Source: an optimization exercise on an open RTL-to-GDS flow (aim: small area, a short achievable clock period and few clock cycles). Production flows keep margins and buffers that such runs may drop.
Only the layout flow was run in this run; the RTL was not checked for function there.
Power is estimated from default activity; no workload was simulated.

## flow/design.v

```verilog
module MPQ(clk,rst,data_valid,data,cmd_valid,cmd,index,value,busy,RAM_valid,RAM_A,RAM_D,done);
input clk;
input rst;
input data_valid;
input [7:0] data;
input cmd_valid;
input [2:0] cmd;
input [7:0] index;
input [7:0] value;
output reg busy;
output reg RAM_valid;
output reg [7:0] RAM_A;
output reg [7:0] RAM_D;
output reg done;
localparam S_LOAD = 3'd0, S_IDLE = 3'd1, S_PRE = 3'd2, S_R1 = 3'd3,
           S_R2 = 3'd4, S_R3 = 3'd5, S_WR = 3'd6;
localparam C_BUILD = 3'd0, C_EXT = 3'd1, C_INC = 3'd2, C_INS = 3'd3, C_WR = 3'd4;
reg [2:0] st;
reg [3:0] cnt;     
reg [3:0] m;       
reg [3:0] rsel;    
reg [7:0] valr;    
reg [2:0] cr;      
reg       pend;    
reg       fixed;   
reg [119:0] A;
wire [7:0] a0 = A[7:0],   a1 = A[15:8],   a2 = A[23:16],  a3 = A[31:24];
wire [7:0] a4 = A[39:32], a5 = A[47:40],  a6 = A[55:48],  a7 = A[63:56];
wire [7:0] a8 = A[71:64], a9 = A[79:72],  a10 = A[87:80], a11 = A[95:88];
wire [7:0] a12 = A[103:96], a13 = A[111:104], a14 = A[119:112];
function gt8;
	input [7:0] a, b;
	reg [7:0] g, l;
	reg [3:0] g2, l2;
	reg [1:0] g4, l4;
	integer i;
	begin
		g = a & ~b;
		l = ~a & b;
		for (i = 0; i < 4; i = i + 1) begin
			g2[i] = g[2*i+1] | (~l[2*i+1] & g[2*i]);
			l2[i] = l[2*i+1] | (~g[2*i+1] & l[2*i]);
		end
		for (i = 0; i < 2; i = i + 1) begin
			g4[i] = g2[2*i+1] | (~l2[2*i+1] & g2[2*i]);
			l4[i] = l2[2*i+1] | (~g2[2*i+1] & l2[2*i]);
		end
		gt8 = g4[1] | (~l4[1] & g4[0]);
	end
endfunction
function [23:0] step;
	input [7:0] U, L, R;
	input lok, rok, en, frc;
	reg sl, sr;
	begin
		sl = en & lok & gt8(L, U) & (~gt8(R, L) | frc);
		sr = en & rok & gt8(R, U) & gt8(R, L);
		step = sl ? {L, U, R} : (sr ? {R, L, U} : {U, L, R});
	end
endfunction
wire is_cmd = (cmd <= 3'd4);
wire issue  = is_cmd & ((st == S_IDLE) | (st == S_R2));
wire en1 = (st == S_R2) | (st == S_R3);
wire en0 = (st == S_R2);
wire en2 = (st == S_R1) | (st == S_R3);
wire r1ext = (st == S_R1) & (cr == C_EXT);
reg [6:0] lok, rok;
always @(*) begin
	case (m)
		4'd0:  begin lok = 7'b0000000; rok = 7'b0000000; end
		4'd1:  begin lok = 7'b0000001; rok = 7'b0000000; end
		4'd2:  begin lok = 7'b0000001; rok = 7'b0000001; end
		4'd3:  begin lok = 7'b0000011; rok = 7'b0000001; end
		4'd4:  begin lok = 7'b0000011; rok = 7'b0000011; end
		4'd5:  begin lok = 7'b0000111; rok = 7'b0000011; end
		4'd6:  begin lok = 7'b0000111; rok = 7'b0000111; end
		4'd7:  begin lok = 7'b0001111; rok = 7'b0000111; end
		4'd8:  begin lok = 7'b0001111; rok = 7'b0001111; end
		4'd9:  begin lok = 7'b0011111; rok = 7'b0001111; end
		4'd10: begin lok = 7'b0011111; rok = 7'b0011111; end
		4'd11: begin lok = 7'b0111111; rok = 7'b0011111; end
		4'd12: begin lok = 7'b0111111; rok = 7'b0111111; end
		4'd13: begin lok = 7'b1111111; rok = 7'b0111111; end
		default: begin lok = 7'b1111111; rok = 7'b1111111; end
	endcase
end
wire f3 = r1ext & (rsel == 4'd8);
wire f4 = r1ext & (rsel == 4'd10);
wire f5 = r1ext & (rsel == 4'd12);
wire f6 = r1ext & (rsel == 4'd14);
wire [23:0] s1 = step(a1, a3, a4, lok[1], rok[1], en1, 1'b0);
wire [23:0] s2 = step(a2, a5, a6, lok[2], rok[2], en1, 1'b0);
wire [23:0] s0 = step(a0, s1[23:16], s2[23:16], lok[0], rok[0], en0, 1'b0);
wire [23:0] s3 = step(s1[15:8], a7,  a8,  lok[3], rok[3], en2, f3);
wire [23:0] s4 = step(s1[7:0],  a9,  a10, lok[4], rok[4], en2, f4);
wire [23:0] s5 = step(s2[15:8], a11, a12, lok[5], rok[5], en2, f5);
wire [23:0] s6 = step(s2[7:0],  a13, a14, lok[6], rok[6], en2, f6);
wire [119:0] N = {s6[7:0], s6[15:8], s5[7:0], s5[15:8], s4[7:0], s4[15:8],
                  s3[7:0], s3[15:8], s6[23:16], s5[23:16], s4[23:16], s3[23:16],
                  s0[7:0], s0[15:8], s0[23:16]};
reg [7:0] rd;
always @(*) begin
	case (rsel)
		4'd0: rd = a0;   4'd1: rd = a1;   4'd2: rd = a2;   4'd3: rd = a3;
		4'd4: rd = a4;   4'd5: rd = a5;   4'd6: rd = a6;   4'd7: rd = a7;
		4'd8: rd = a8;   4'd9: rd = a9;   4'd10: rd = a10; 4'd11: rd = a11;
		4'd12: rd = a12; 4'd13: rd = a13; default: rd = a14;
	endcase
end
wire start = (st == S_PRE) | ((st == S_R3) & pend);
wire wval  = (start & (cr == C_INS)) | ((st == S_PRE) & (cr == C_INC) & gt8(valr, rd));
reg [119:0] An;
integer k;
always @(*) begin
	An = N;
	for (k = 0; k < 15; k = k + 1) begin
		if (st == S_LOAD && cnt == k)
			An[8*k +: 8] = data;
		else if (wval && rsel == k)
			An[8*k +: 8] = valr;
		else if (r1ext && rsel == k)
			An[8*k +: 8] = 8'd0;
		else if (r1ext && k == 0)
			An[8*k +: 8] = rd;
	end
end
always @(posedge clk) begin
	A[95:0] <= An[95:0];
end
always @(posedge clk or posedge rst) begin
	if (rst) A[119:96] <= 24'd0;
	else     A[119:96] <= An[119:96];
end
reg [2:0] nst;
always @(*) begin
	nst = st;
	case (st)
		S_LOAD: if (cnt == 4'd11) nst = S_IDLE;
		S_IDLE: if (is_cmd) begin
			case (cmd)
				C_BUILD: nst = fixed ? S_R2 : S_R1;
				C_WR:    nst = S_WR;
				default: nst = S_PRE;
			endcase
		end
		S_PRE:  nst = ((cr == C_INC) && fixed && rsel <= 4'd6) ? S_R2 : S_R1;
		S_R1:   nst = S_R2;
		S_R2:   nst = S_R3;
		S_R3:   if (pend) begin
			case (cr)
				C_BUILD: nst = S_R2;
				C_INC:   nst = S_PRE;
				C_WR:    nst = S_WR;
				default: nst = S_R1;
			endcase
		end else nst = S_IDLE;
		S_WR:   if (RAM_A[3:0] == m) nst = S_LOAD;
		default: nst = S_LOAD;
	endcase
end
always @(posedge clk or posedge rst) begin
	if (rst) begin
		st <= S_LOAD;
		cnt <= 4'd0;
		pend <= 1'b0;
		fixed <= 1'b0;
		busy <= 1'b1;
		RAM_valid <= 1'b0;
		done <= 1'b0;
	end else begin
		st <= nst;
		busy <= ~((nst == S_IDLE) | (nst == S_R2));
		done <= 1'b0;
		if (st == S_LOAD) begin
			cnt <= cnt + 4'd1;
			fixed <= 1'b0;
		end else
			cnt <= 4'd0;
		if (st == S_R3) begin
			fixed <= 1'b1;
			pend <= 1'b0;
		end
		if (issue) begin
			if (st == S_R2) pend <= 1'b1;
			if (cmd == C_WR) RAM_valid <= 1'b1;
		end
		if (st == S_WR && RAM_A[3:0] == m) begin
			RAM_valid <= 1'b0;
			done <= 1'b1;
		end
	end
end
always @(posedge clk) begin
	if (st == S_LOAD && cnt == 4'd11) m <= 4'd11;
	if (issue) begin
		cr <= cmd;
		valr <= value;
		case (cmd)
			C_EXT:   rsel <= m;
			C_INC:   rsel <= index[3:0];
			C_INS:   rsel <= m + 4'd1;
			default: rsel <= 4'd1;
		endcase
		if (cmd == C_WR) begin
			RAM_A <= 8'd0;
			RAM_D <= N[7:0];
		end
	end
	if (start) begin
		if (cr == C_INS) m <= m + 4'd1;
		if (cr == C_EXT) m <= m - 4'd1;
	end
	if (st == S_R3 && pend && cr == C_WR) begin
		RAM_A <= 8'd1;
		RAM_D <= N[15:8];
		rsel <= 4'd2;
	end
	if (st == S_WR && RAM_A[3:0] != m) begin
		RAM_A <= RAM_A + 8'd1;
		RAM_D <= rd;
		rsel <= rsel + 4'd1;
	end
end
endmodule
```

## flow/run.sh

```bash
#!/bin/bash
# synth_recipe.tcl (not shown) runs the flow's synth.tcl, then flattens the netlist and writes it again
# the make line also repeats each setting of config.mk as NAME=value (left out here)
make -C /OpenROAD-flow-scripts/flow DESIGN_CONFIG=/design/flow/config.mk WORK_HOME=/design/flow/orfs CLKGATE_MAP_FILE= SYNTH_SCRIPT=/design/flow/synth_recipe.tcl finish
```

## flow/config.mk

```make
export PLATFORM = sky130hd
export DESIGN_NAME = MPQ
export DESIGN_NICKNAME = MPQ
export VERILOG_FILES = /design/flow/design.v
export SDC_FILE = /design/flow/constraint.sdc
export NUM_CORES = 4
export LEC_CHECK = 0
export CAP_MARGIN = 20
export CORE_MARGIN = 2
export CORE_UTILIZATION = 30
export PLACE_DENSITY = 0.5
export SETUP_SLACK_MARGIN = 3.0
export SLEW_MARGIN = 20
```

## flow/constraint.sdc

```tcl
create_clock -name core_clock -period 7.0 [get_ports {clk}]
set_input_delay 1.4000 -clock core_clock [delete_from_list [all_inputs] [get_ports {clk}]]
set_output_delay 1.4000 -clock core_clock [all_outputs]
set_load 0.01 [all_outputs]
```

==> impl_metrics.csv <==
group,metric,value,unit
status,run_status,"complete, no violations",
die,start_util,30.3,%
timing,finalCriticalPeriod,4.36,ns
die,die_y,226,um
global_routing,grt_first_pass_wirelength,107000,um
critical_path,slowest_stage,"dfxtp_2",
detailed_routing,post_drt_wl_per_cell,27.7,um
cts,cts_max_level,4,
timing,clock.fmax,230,MHz
cells_and_area,regArea,4580,um2
hold_path,hold_class,"register to register",
synthesis,syn_nets,1867,
cells_and_area,area_growth,39.1,%
hold_path,hp-start,"cnt[0]",
synthesis,ys.flop_type,"dfxtp_1",
critical_path,r2r-end,"RAM_D[0]",
critical_path,crit-reg2reg-launch,"A[51]",
cts,cts-root-buf,"clkbuf_16",
cells_and_area,drive_above_1_share,33.7,%
detailed_routing,drtIter0Drc,2162,
power,peakVddDrop,0.231,mV
cts,clkTransAtPathRegs,0.08,ns
detailed_routing,vias,16904,
global_routing,grt_pass1_vias,16035,
placed_design,place_congestion,0.948,
critical_path,slowest_delay,0.42,ns
cts,cts_buffers,17,
detailed_routing,route.detailed.drc,0,
timing,slew_headroom,35.2,%
cts,hold_buffers,0,
timing,timing.final.crit_share,62.2,%
timing,hold_viol_final,0,
power,power_density,477,nW/um2
critical_path,critPathTopFamily,"compound AO/OA/AOI/OAI gates",
global_routing,grt.total_usage,28.4,%
global_routing,antenna_found_initial,2,
synthesis,syn_inst,1825,
timing,finClkSkew,0.0124,ns
flow_run,maxCapViolCount,0,
hold_path,hold_end,"cnt[0]",
die,rows,81,
die,die_x,226,um
cells_and_area,n_fill_cell,4741,
timing,rsz0062_at_grt,"yes",
die,core-area,48700,um2
cts,cts_buffer_depth,2,
critical_path,worst_r2r_path_depth,18,
synthesis,yosysWarnings,1,
cts,clock-sinks,180,
cts,cts_tree,"done",
detailed_routing,dr.pass1.iters,8,
critical_path,path_class,"register to register",
synthesis,synth-seq-cells,180,
critical_path,crit_path_end_kind,"register",
critical_path,r2r_setup_slack,2.64,ns
synthesis,syn_area,14800,um2
power,p_total,9.81,mW
global_routing,grt_max_degree,37,
critical_path,cp.arrival,4.65,ns
timing,maxSlewViolCount,0,
cells_and_area,nNetsFinal,2024,
critical_path,worstPathMaxFanout,8,
synthesis,synth-edff-count,71,
timing,fin_setup_tns,0,ns
detailed_routing,routed_wl,73900,um
detailed_routing,antenna_left,0,
die,dieArea,51100,um2
critical_path,critical_path_required,7.29,ns
cts,clk_latency,0.48,ns
timing,worst_slew_pin_slew,0.970,ns
timing,setup_violations,0,
hold_path,hold_path_depth,1,
cells_and_area,postLayoutCellArea,20600,um2
placed_design,portBuffers,43,
global_routing,overflow,0,
placed_design,dp_hpwl,47200,um
cells_and_area,multi_input_area,11400,um2
detailed_routing,vias_per_cell,6.35,
synthesis,synth-async-reset-ratio,20.0,%
synthesis,syn_area_per_cell,8.10,um2
power,p_leak,7.55,nW
synthesis,synth_cell_types,98,
die,io_pins,50,
timing,whs,0.533,ns
critical_path,path_buf_inv,5,
critical_path,worstPathCellList,"inv_2 -> o21ai_0 -> a311o_1 -> buf_4 -> a211oi_4 -> buf_4 -> a211oi_2 -> a311oi_4 -> buf_6 -> a21boi_4 -> maj3_2 -> a21oi_2 -> o32a_1 -> maj3_2 -> nand2b_4 -> buf_12 -> mux2i_4 -> o211ai_1",
placed_design,place_area,15900,um2
synthesis,yosysSeqAreaShare,30.4,%
critical_path,crit_path_start_kind,"register",
[synth_stat cells (11+ instances only)]
library cell | number | share of area [%]
dfrtp_1 | 35 | 5.9
o21a_1 | 14 | 0.71
o21ai_1 | 28 | 0.95
buf_1 | 33 | 0.84
a21oi_1 | 124 | 4.2
a221oi_1 | 29 | 1.7
o21ai_0 | 123 | 4.2
a221o_1 | 17 | 1.2
a22oi_1 | 66 | 3.4
ha_1 | 11 | 0.93
nand2_1 | 184 | 4.7
nor2b_1 | 36 | 1.5
o221ai_1 | 23 | 1.4
nand2b_1 | 36 | 1.5
o211ai_1 | 52 | 2.6
inv_1 | 87 | 2.2
dfxtp_1 | 73 | 9.9
clkbuf_1 | 98 | 2.5
xor2_1 | 12 | 0.71
a31oi_1 | 21 | 0.89
edfxtp_1 | 71 | 14
o22ai_1 | 29 | 1.2
mux2_2 | 13 | 0.99
mux2_1 | 13 | 0.99
nor2_1 | 125 | 3.2
a211oi_1 | 17 | 0.86
a222oi_1 | 21 | 1.4
mux2i_1 | 59 | 4.0
maj3_1 | 46 | 3.1
nand3_1 | 43 | 1.5
and2_1 | 27 | 1.1
a22o_1 | 17 | 1.0
and3_1 | 17 | 0.72
a21o_1 | 20 | 1.0
[where the power goes]
group | switching, mW | total, mW | internal, mW
logic | 3.62 | 6.45 | 2.84
clock network | 0.480 | 0.973 | 0.492
registers | 0.861 | 2.38 | 1.52
[sequential cells by signal, summed over array words and instances (netlist names)]
name       count
A            120
RAM_A          8
RAM_D          8
valr           8
lok            7
rok            7
cnt            4
rsel           4
cr             3
m              3
st             3
RAM_valid      1
busy           1
done           1
fixed          1
pend           1
[worst register-to-register path: cells and delay by family, from the launching register on]
family	cells	cell delay, ns
flip-flops	1	0.42
multiplexers	1	0.19
buffers and inverters	5	0.83
adder cells (fa/ha/maj)	2	0.56
AO/OA/AOI/OAI	9	1.99
AND/OR/NAND/NOR	1	0.18
[cell families after synthesis]
logic type,share of synthesized area (%)
AO/OA/AOI/OAI,33.6
XOR/XNOR,1.13
adder cells (fa/ha/maj),4.43
buffers and inverters,6.48
flip-flops,30.4
multiplexers,6.74
AND/OR/NAND/NOR,17.2
[final cells by class]
| cell class | instances | area share (%) |
|---|---|---|
| Timing Repair Buffer | 281 | 13.7 |
| Tap cell | 664 | 4.04 |
| Antenna cell | 3 | 0.0365 |
| Sequential cell | 180 | 22.3 |
| Clock inverter | 14 | 0.608 |
| Inverter | 89 | 1.65 |
| Multi-Input combinational cell | 1413 | 55.6 |
| Clock buffer | 18 | 2.09 |
[worst max-delay path by stage]
stage	startpoint	endpoint	slack, ns	cells past startpoint
6_report	A[51]	RAM_D[0]	2.64	18
5_1_grt	A[36]	RAM_D[0]	2.58	17
4_1_cts	st[1]	RAM_D[0]	2.68	16
3_3_place_gp	A[20]	RAM_D[4]	1.62	14
2_1_floorplan	A[36]	A[64]	2.94	14
3_5_place_dp	A[20]	RAM_D[3]	1.58	14
[routing by layer]
metal  part of all wire [%]  global-route usage, %  vias up
li1                       -                      -     7244
met1                     40                   37.0     8320
met2                     45                   44.3     1074
met3                     10                   5.66      266
met4                    5.6                   14.6        0
met5                      0                      0        -
[cell usage in the layout (no fill, tap or decap), types with 30 or more instances in the layout]
| cell type | netlist | routed |
|---|---|---|
| a21oi_1 | 124 | 95 |
| a22oi_1 | 66 | 59 |
| buf_4 | 3 | 152 |
| buf_6 | 4 | 55 |
| clkdlybuf4s50_1 | 0 | 43 |
| dfxtp_1 | 73 | 34 |
| edfxtp_1 | 71 | 71 |
| inv_1 | 87 | 82 |
| maj3_1 | 46 | 30 |
| nand2_1 | 184 | 175 |
| nand3_1 | 43 | 34 |
| nor2_1 | 125 | 114 |
| o211ai_1 | 52 | 52 |
| o21ai_0 | 123 | 69 |
| o21ai_1 | 28 | 45 |
| o21ai_2 | 2 | 34 |
[per-stage QoR]
step,instances,utilization (%),setup slack [ns]
finish,2662,42.2,2.64
global route,2659,42.2,2.58
CTS,2609,39.6,2.68
detailed placement,2423,32.5,1.58
global placement,2423,32.5,1.62
floorplan,1825,-,2.94
[repair_timing]
item | 4_1_cts | 5_1_grt
buffers inserted | 145 | 47
endpoints found under the setup margin | 185 | 184
gates cloned | 9 | 3
pin swaps | 119 | 98
gates resized for setup | 380 | 212

what the ideal ports hide:
No port has a modelled driver above. Below, the same layout with a new extraction and two added sets of constraints.
Step 1 (the two cells are an assumption about what drives the block):
set clk [get_ports {clk}]
set_driving_cell -lib_cell sky130_fd_sc_hd__clkbuf_16 $clk
set_driving_cell -lib_cell sky130_fd_sc_hd__buf_2 [delete_from_list [all_inputs] $clk]
Step 2 times the ports against the registers' clock, not the clock port: input delays grow and output delays shrink by t, the midpoint of the rising clock arrivals with the driver on.
Slacks: ideal / step 1 / step 2; pairs: ideal / step 1.
t, ns: 0.530
setup WS [ns]: 2.644 / 2.644 / 2.644
latest minus earliest clock arrival (ns): 0.012 / 0.013
worst register clock-pin slew, ns: 0.08 / 0.08
cell pins on the clock port's net: 1
After both steps this run still meets setup and hold. For this run, drivers alone change the setup slack by 0.000 ns; drivers and shift together by 0.000 ns.
